Background: an optimization exercise with open tools, aiming at small area, a short achievable clock period and few clock cycles. Do not read the settings as production practice.
At most, simulation tests tie the RTL to the original design; equivalence was not proved.
Power and IR drop assume default switching activity.

==> flow/design.v <==
module ULA (
	input  [15:0] A,
	input  [15:0] B,
	input  [4:0]  OP,
	input  [6:0]  SEL,
	input         YK,          
	input         YI,          
	input         CI,          
	input  [15:0] LIDO,        
	input  [15:0] LITERAL,
	input  [15:0] LINK,
	output [15:0] RESU,        
	output O,
	output C,
	output S,
	output Z
);
	wire [15:0] Y = (B & {16{~YK}}) ^ {16{YI}};
	wire [17:0] SOMA_X = {1'b0, A, 1'b1} + {1'b0, Y, CI};
	wire [16:0] SOMA = SOMA_X[17:1];
	wire C_arit = SOMA[16] ^ (YI & ~YK);
	assign O = (A[15] == Y[15]) && (SOMA[15] != A[15]);
	wire um = (OP[3:0] == 4'b1111);
	wire [15:0] LOGICA;
	genvar i;
	generate
		for (i = 0; i < 16; i = i + 1) begin : g_logica
			assign LOGICA[i] = OP[{~B[i], ~A[i]}] && (i == 0 || !um);
		end
	endgenerate
	wire [15:0] LS = ({16{SEL[1]}} & LOGICA)
	               | ({16{SEL[2]}} & {A[14:0], 1'b0})
	               | ({16{SEL[3]}} & {A[15], A[15:1]});
	assign RESU = ({16{SEL[0]}} & SOMA[15:0]) | LS
	            | ({16{SEL[4]}} & LIDO) | ({16{SEL[5]}} & LITERAL) | ({16{SEL[6]}} & LINK);
	assign C = SEL[0] ? C_arit : (SEL[2] ? A[15] : A[0]);
	assign S = SEL[0] ? SOMA[15] : LS[15];
	assign Z = SEL[0] ? (SOMA[15:0] == 16'd0) : (LS == 16'd0);
endmodule
module Registrador_Flags(
	input clock,
	input reset,
	input habilita,
	input [4:0] controleOperacao,
	input Z, C, S, O,
	output reg [3:0] ZCSO       
);
	always @(posedge clock) begin
		if (reset)
			ZCSO <= 4'b0000;
		else if (habilita) begin
			case (controleOperacao)
				5'b10000: ZCSO[0] <= Z;
				5'b01000, 5'b01001: begin
					ZCSO[0] <= Z; ZCSO[1] <= C; ZCSO[2] <= S;
				end
				5'b00000, 5'b00001, 5'b00011,
				5'b00100, 5'b00101, 5'b00110: begin
					ZCSO <= {O, S, C, Z};
				end
				5'b10001, 5'b10010,
				5'b10100, 5'b10101, 5'b10110, 5'b10111,
				5'b11000, 5'b11001, 5'b11010, 5'b11011,
				5'b11100, 5'b11101, 5'b11110: begin
					ZCSO[0] <= Z; ZCSO[2] <= S;
				end
				default: ;
			endcase
		end
	end
endmodule
module TesteFlagsTemporario(
	input [3:0] RFlag_ZCSO,
	input [3:0] condicao,
	input Ver_Fal,
	output reg saida
);
	always @(*) begin
		case (condicao)
			4'b0100: saida = ~(Ver_Fal ^ RFlag_ZCSO[2]);
			4'b0101: saida = ~(Ver_Fal ^ RFlag_ZCSO[0]);
			4'b0110: saida = ~(Ver_Fal ^ RFlag_ZCSO[1]);
			4'b0111: saida = (~(Ver_Fal ^ RFlag_ZCSO[2])) | (~(Ver_Fal ^ RFlag_ZCSO[0]));
			4'b0000: saida = Ver_Fal;
			4'b0011: saida = ~(Ver_Fal ^ RFlag_ZCSO[3]);
			default: saida = 1'b0;
		endcase
	end
endmodule
module Extensor(
	input [15:0] instrucao,
	input desvia,              
	input [15:0] PC,
	input [15:0] B,
	output [15:0] proximo
);
	wire [15:0] desloc = instrucao[13] ? {{4{instrucao[11]}}, instrucao[11:0]}    
	                                   : {{8{instrucao[7]}}, instrucao[7:0]};     
	wire [15:0] alvo = (instrucao[13:12] == 2'b11) ? B : PC + desloc;
	assign proximo = desvia ? alvo : PC + 16'd1;
endmodule
module Banco_Registro (
	input clock,
	input Hab_Lo,
	input Hab_Hi,
	input [2:0] Sel_E,
	input [15:0] E,
	input [2:0] Sel_A,
	input [2:0] Sel_B,
	output [15:0] A,
	output [15:0] B
);
	reg [127:0] registro;    
	integer i;
	always @(posedge clock)
		for (i = 0; i < 8; i = i + 1) begin
			if (Hab_Lo && Sel_E == i)
				registro[16*i +: 8] <= E[7:0];
			if (Hab_Hi && Sel_E == i)
				registro[16*i+8 +: 8] <= E[15:8];
		end
	assign A = registro[16*Sel_A +: 16];
	assign B = registro[16*Sel_B +: 16];
endmodule
module IntegracaoModulos(
	input clock,
	input reset,
	output [15:0] imem_addr,
	input  [15:0] imem_data,
	output [15:0] dmem_addr,
	output [15:0] dmem_wdata,
	output dmem_we,
	input  [15:0] dmem_rdata,
	output halted
);
	reg [15:0] PC;         
	reg [15:0] IR;         
	reg [15:0] RA, RB;     
	reg        valido;     
	reg        halted_r;   
	reg        escrita;    
	reg  [6:0] sel;        
	reg  [2:0] yctl;       
	reg        reset_r;    
	wire [1:0] formato = IR[15:14];
	wire [4:0] op = IR[10:6];
	wire [15:0] A, B, RESU, proximo;
	wire Z, C, S, O, salto;
	wire [3:0] ZCSO;
	wire eh_alu   = (formato == 2'b10);
	wire eh_store = eh_alu && (op == 5'b01011);
	wire eh_jreg  = (formato == 2'b00) && (IR[13:12] == 2'b11);
	wire eh_jal   = eh_jreg && !IR[11];
	wire desvia   = valido && (formato == 2'b00) && (IR[13] ? 1'b1 : salto);
	wire [2:0] Sel_E = eh_jal ? 3'd6 : IR[13:11];
	wire [15:0] E = RESU;
	wire [15:0] literal = IR[15] ? {IR[7:0], IR[7:0]} : {{5{IR[10]}}, IR[10:0]};
	wire escreve = valido && ((formato == 2'b01) || (eh_alu && !eh_store) || eh_jal);
	wire hab_lo = escreve || (valido && formato == 2'b11 && !IR[10]);
	wire hab_hi = escreve || (valido && formato == 2'b11 && IR[10]);
	wire [2:0] Sel_A = imem_data[5:3];
	wire [2:0] Sel_B = imem_data[2:0];
	Banco_Registro Banco_Registro(
		.clock(clock), .Hab_Lo(hab_lo), .Hab_Hi(hab_hi), .Sel_E(Sel_E), .E(E),
		.Sel_A(Sel_A), .Sel_B(Sel_B), .A(A), .B(B)
	);
	wire fA = (Sel_A == Sel_E), fB = (Sel_B == Sel_E);
	wire [1:0] fmt_F = imem_data[15:14];
	wire [4:0] op_F  = imem_data[10:6];
	wire [6:0] sel_F = {
		(fmt_F == 2'b00) && (imem_data[13:11] == 3'b110),                   
		fmt_F[0],                                                             
		(fmt_F == 2'b10) && (op_F == 5'b01010),                               
		(fmt_F == 2'b10) && (op_F == 5'b01001),                               
		(fmt_F == 2'b10) && (op_F == 5'b01000),                               
		(fmt_F == 2'b10) && op_F[4],                                          
		(fmt_F == 2'b10) && (op_F[4:3] == 2'b00) && (op_F[2:0] != 3'b010)
		                 && (op_F[2:0] != 3'b111)                             
	};
	always @(posedge clock) begin
		if (reset) begin
			PC <= 16'd0;
			valido <= 1'b0;
			halted_r <= 1'b0;
			escrita <= 1'b0;
		end else begin
			PC <= proximo;
			valido <= !desvia;
			if (!desvia && imem_data == 16'h2FFF)
				halted_r <= 1'b1;
			escrita <= !desvia && (imem_data[15:14] == 2'b10) && (imem_data[10:6] == 5'b01011);
		end
		IR <= imem_data;
		reset_r <= reset;
		sel <= sel_F;
		yctl <= (fmt_F == 2'b10 && op_F[4:3] == 2'b00) ? op_F[2:0] : 3'b000;
		RA[7:0]  <= (fA && hab_lo) ? E[7:0]  : A[7:0];
		RA[15:8] <= (fA && hab_hi) ? E[15:8] : A[15:8];
		RB[7:0]  <= (fB && hab_lo) ? E[7:0]  : B[7:0];
		RB[15:8] <= (fB && hab_hi) ? E[15:8] : B[15:8];
	end
	assign imem_addr = PC;
	assign halted = halted_r;
	Extensor Extensor(.instrucao(IR), .desvia(desvia), .PC(PC), .B(RB), .proximo(proximo));
	ULA ULA(.A(RA), .B(RB), .OP(op), .SEL(sel), .YK(yctl[1]), .YI(yctl[2]), .CI(yctl[0]), .LIDO(dmem_rdata), .LITERAL(literal),
	        .LINK(PC), .RESU(RESU), .O(O), .C(C), .S(S), .Z(Z));
	Registrador_Flags Registrador_Flags(
		.clock(clock), .reset(reset_r), .habilita(valido && eh_alu), .controleOperacao(op),
		.Z(Z), .C(C), .S(S), .O(O), .ZCSO(ZCSO)
	);
	TesteFlagsTemporario TesteFlagsTemporario(
		.RFlag_ZCSO(ZCSO), .condicao(IR[11:8]), .Ver_Fal(IR[12]), .saida(salto)
	);
	assign dmem_addr  = RA;
	assign dmem_wdata = RB;
	assign dmem_we    = escrita;
endmodule
==> flow/config.mk <==
export PLATFORM = sky130hd
export DESIGN_NAME = IntegracaoModulos
export DESIGN_NICKNAME = IntegracaoModulos
export VERILOG_FILES = /design/flow/design.v
export SDC_FILE = /design/flow/constraint.sdc
export NUM_CORES = 4
export LEC_CHECK = 0
export CAP_MARGIN = 20
export CORE_MARGIN = 2
export CORE_UTILIZATION = 40
export SLEW_MARGIN = 20
==> flow/constraint.sdc <==
create_clock -name core_clock -period 9.0 [get_ports {clock}]
set_input_delay 1.8000 -clock core_clock [delete_from_list [all_inputs] [get_ports {clock}]]
set_output_delay 1.8000 -clock core_clock [all_outputs]
set_load 0.01 [all_outputs]
standard.sh (not shown) runs the stock make flow with config.mk's settings and CLKGATE_MAP_FILE= SYNTH_SCRIPT=/design/flow/synth_recipe.tcl, a recipe that flattens the netlist after the stock synthesis.
==> flow/flow/run.sh <==
#!/bin/bash
# The standard layout, with changes to how it is made:
#  - ports are buffered with buf_2 cells (by default buffer_ports picks a
#    delay buffer, clkdlybuf4s50_1, which is larger and slower);
#  - clock tree synthesis adds no dummy loads and uses clkbuf_8 buffers;
set -euo pipefail
bash standard.sh \
	"SETUP_SLACK_MARGIN=6" "TNS_END_PERCENT=10" \
	"BUFFER_PORTS_ARGS=-buffer_cell sky130_fd_sc_hd__buf_1" \
	"CTS_ARGS=-sink_clustering_enable -repair_clock_nets -dont_use_dummy_load -buf_list sky130_fd_sc_hd__clkbuf_8" \
	finish > standard.log 2>&1
Then changed:
--- a/flow/design.v
+++ b/flow/design.v
@@ -138,13 +138,12 @@
 	reg [15:0] RA, RB;     
 	reg        valido;     
 	reg        halted_r;   
 	reg        escrita;    
 	reg  [6:0] sel;        
 	reg  [2:0] yctl;       
-	reg        reset_r;    
 	wire [1:0] formato = IR[15:14];
 	wire [4:0] op = IR[10:6];
 	wire [15:0] A, B, RESU, proximo;
 	wire Z, C, S, O, salto;
 	wire [3:0] ZCSO;
 	wire eh_alu   = (formato == 2'b10);
@@ -188,13 +187,12 @@
 			valido <= !desvia;
 			if (!desvia && imem_data == 16'h2FFF)
 				halted_r <= 1'b1;
 			escrita <= !desvia && (imem_data[15:14] == 2'b10) && (imem_data[10:6] == 5'b01011);
 		end
 		IR <= imem_data;
-		reset_r <= reset;
 		sel <= sel_F;
 		yctl <= (fmt_F == 2'b10 && op_F[4:3] == 2'b00) ? op_F[2:0] : 3'b000;
 		RA[7:0]  <= (fA && hab_lo) ? E[7:0]  : A[7:0];
 		RA[15:8] <= (fA && hab_hi) ? E[15:8] : A[15:8];
 		RB[7:0]  <= (fB && hab_lo) ? E[7:0]  : B[7:0];
 		RB[15:8] <= (fB && hab_hi) ? E[15:8] : B[15:8];
@@ -202,13 +200,13 @@
 	assign imem_addr = PC;
 	assign halted = halted_r;
 	Extensor Extensor(.instrucao(IR), .desvia(desvia), .PC(PC), .B(RB), .proximo(proximo));
 	ULA ULA(.A(RA), .B(RB), .OP(op), .SEL(sel), .YK(yctl[1]), .YI(yctl[2]), .CI(yctl[0]), .LIDO(dmem_rdata), .LITERAL(literal),
 	        .LINK(PC), .RESU(RESU), .O(O), .C(C), .S(S), .Z(Z));
 	Registrador_Flags Registrador_Flags(
-		.clock(clock), .reset(reset_r), .habilita(valido && eh_alu), .controleOperacao(op),
+		.clock(clock), .reset(reset), .habilita(valido && eh_alu), .controleOperacao(op),
 		.Z(Z), .C(C), .S(S), .O(O), .ZCSO(ZCSO)
 	);
 	TesteFlagsTemporario TesteFlagsTemporario(
 		.RFlag_ZCSO(ZCSO), .condicao(IR[11:8]), .Ver_Fal(IR[12]), .saida(salto)
 	);
 	assign dmem_addr  = RA;
The new run went through all stages and came out clean.
Global-route usage goes down by 0.53 points.
Setup slack gets better by 100 ps.
Flip-flop and latch count goes down by 1.
Sequential power is about the same.
Hold slack gets better by 36 ps.
Via count goes down by about 2.4%.
Fmax goes up by about 3.3%.
Total power goes down by about 1.5%.
Critical path depth goes down by 6.
Synthesized cell count goes up by about 1%.
Non-clock buffer count goes down by 19.
Cell area goes down by 2.4%.
Testbench counts after the change, summed over its fixed seeds: cycles 28,186.
The RTL of the first run of this note was laid out without a check of its function.

---

## indigo
IntegracaoModulos, a different RTL version from the one above (not shown whole).
For scale: about 1000 cells after synthesis, ~200 flip-flops, about 84 I/O pins, ~12000 um^2 of cells after synthesis.
==> module ULA, before the edit <==
module ULA (
	input  [15:0] A,
	input  [15:0] B,
	input  [4:0]  OP,
	output reg [15:0] RESU,
	output O,
	output C,
	output S,
	output Z
);
	wire [15:0] Y = OP[1] ? {16{OP[2]}} : (B ^ {16{OP[2]}});
	wire [16:0] SOMA = {1'b0, A} + {1'b0, Y} + {16'd0, OP[0]};
	wire arit_ok = (OP[2:0] != 3'b010) && (OP[2:0] != 3'b111);
	wire C_arit = SOMA[16] ^ (OP[2] & ~OP[1]);
	assign O = (A[15] == Y[15]) && (SOMA[15] != A[15]);
	wire um = (OP[3:0] == 4'b1111);
	wire [15:0] LOGICA;
	genvar i;
	generate
		for (i = 0; i < 16; i = i + 1) begin : g_logica
			assign LOGICA[i] = OP[{~B[i], ~A[i]}] && (i == 0 || !um);
		end
	endgenerate
	always @(*) begin
		if (OP[4])
			RESU = LOGICA;
		else if (!OP[3])
			RESU = arit_ok ? SOMA[15:0] : 16'd0;
		else if (OP[2:0] == 3'b000)
			RESU = {A[14:0], 1'b0};
		else if (OP[2:0] == 3'b001)
			RESU = {A[15], A[15:1]};
		else
			RESU = 16'd0;
	end
	assign C = OP[3] ? (OP[0] ? A[0] : A[15]) : C_arit;
	assign S = RESU[15];
	assign Z = (RESU == 16'd0);
endmodule
export LEC_CHECK = 0
export CAP_MARGIN = 20
export CORE_MARGIN = 2
export CORE_UTILIZATION = 40
export SLEW_MARGIN = 20
create_clock -name core_clock -period 9.0 [get_ports {clock}]
==> flow/flow/run.sh <==
#!/bin/bash
# The standard layout, with changes to how it is made:
#  - ports are buffered with buf_2 cells (by default buffer_ports picks a
#    delay buffer, clkdlybuf4s50_1, which is larger and slower);
#  - clock tree synthesis adds no dummy loads and uses clkbuf_8 buffers;
set -euo pipefail
bash standard.sh \
	"SETUP_SLACK_MARGIN=5.5" \
	"BUFFER_PORTS_ARGS=-buffer_cell sky130_fd_sc_hd__buf_2" \
	"CTS_ARGS=-sink_clustering_enable -repair_clock_nets -dont_use_dummy_load -buf_list sky130_fd_sc_hd__clkbuf_8" \
	finish > standard.log 2>&1
Having completed the whole flow, indigo delivered a layout that passed the timing, design-rule and antenna checks.
Testbench counts of indigo, summed over its fixed seeds: cycles 28,186.
[inputs] willow vs indigo
==> flow/design.v, changed modules only <==
module ULA (
	input  [15:0] A,
	input  [15:0] B,
	input  [4:0]  OP,
	output reg [15:0] RESU,
	output O,
	output C,
	output S,
	output Z
);
	wire [15:0] Y = OP[1] ? {16{OP[2]}} : (B ^ {16{OP[2]}});
	wire [17:0] SOMA_X = {1'b0, A, 1'b1} + {1'b0, Y, OP[0]};
	wire [16:0] SOMA = SOMA_X[17:1];
	wire arit_ok = (OP[2:0] != 3'b010) && (OP[2:0] != 3'b111);
	wire C_arit = SOMA[16] ^ (OP[2] & ~OP[1]);
	assign O = (A[15] == Y[15]) && (SOMA[15] != A[15]);
	wire um = (OP[3:0] == 4'b1111);
	wire [15:0] LOGICA;
	genvar i;
	generate
		for (i = 0; i < 16; i = i + 1) begin : g_logica
			assign LOGICA[i] = OP[{~B[i], ~A[i]}] && (i == 0 || !um);
		end
	endgenerate
	always @(*) begin
		if (OP[4])
			RESU = LOGICA;
		else if (!OP[3])
			RESU = arit_ok ? SOMA[15:0] : 16'd0;
		else if (OP[2:0] == 3'b000)
			RESU = {A[14:0], 1'b0};
		else if (OP[2:0] == 3'b001)
			RESU = {A[15], A[15:1]};
		else
			RESU = 16'd0;
	end
	assign C = OP[3] ? (OP[0] ? A[0] : A[15]) : C_arit;
	assign S = RESU[15];
	assign Z = (RESU == 16'd0);
endmodule
--- outcome ---
Sort willow and indigo by slew at the pin closest to its max-slew limit desc -> top: indigo. When the final numbers for willow and indigo were put side by side, the setup slack turned out to be smaller in willow. Summary: with indigo as the reference, overall power in willow moved down slightly. Hold slack, willow and indigo, higher one = willow. Comparing willow against indigo, there is no change at all in number of max-slew violations in the final report. Via density per instance: willow vs indigo, no meaningful difference. The share of the synthesized netlist area taken by xor and xnor gates on indigo is in line with that on willow. Any difference in multi-input logic portion of the cell area between willow and indigo is small enough to ignore.
For willow, only the layout was checked, not whether the RTL still works.

-- what the ideal ports hide --
No port has a modelled driver above. Below, the same layouts with a new extraction and two added sets of constraints. Step 1 (the two cells are an assumption about what drives the block):
set clk [get_ports {clock}]
set_driving_cell -lib_cell sky130_fd_sc_hd__clkbuf_16 $clk
set_driving_cell -lib_cell sky130_fd_sc_hd__buf_2 [delete_from_list [all_inputs] $clk]
Step 2 times the ports against the registers' clock, not the clock port: input delays grow and output delays shrink by t, the midpoint of the rising clock arrivals with the driver on. a / b / c = ideal ports / drivers / drivers and shift; a / b = the first two.
run | t, ns | slack for setup (ns) | worst setup path at the end
the first run of note 1 | 0.555 | 5.803 / 5.785 / 5.371 | input to register
the second run of note 1 | 0.554 | 5.904 / 5.856 / 5.444 | input to register
indigo | 0.511 | 5.521 / 5.521 / 5.189 | input to register
willow | 0.497 | 5.385 / 5.385 / 5.232 | input to register
After both steps setup and hold are still met in every run listed. The setup slack of the second run of note 1, which loses most, moves by -0.048 ns with the drivers and by -0.460 ns with both steps.
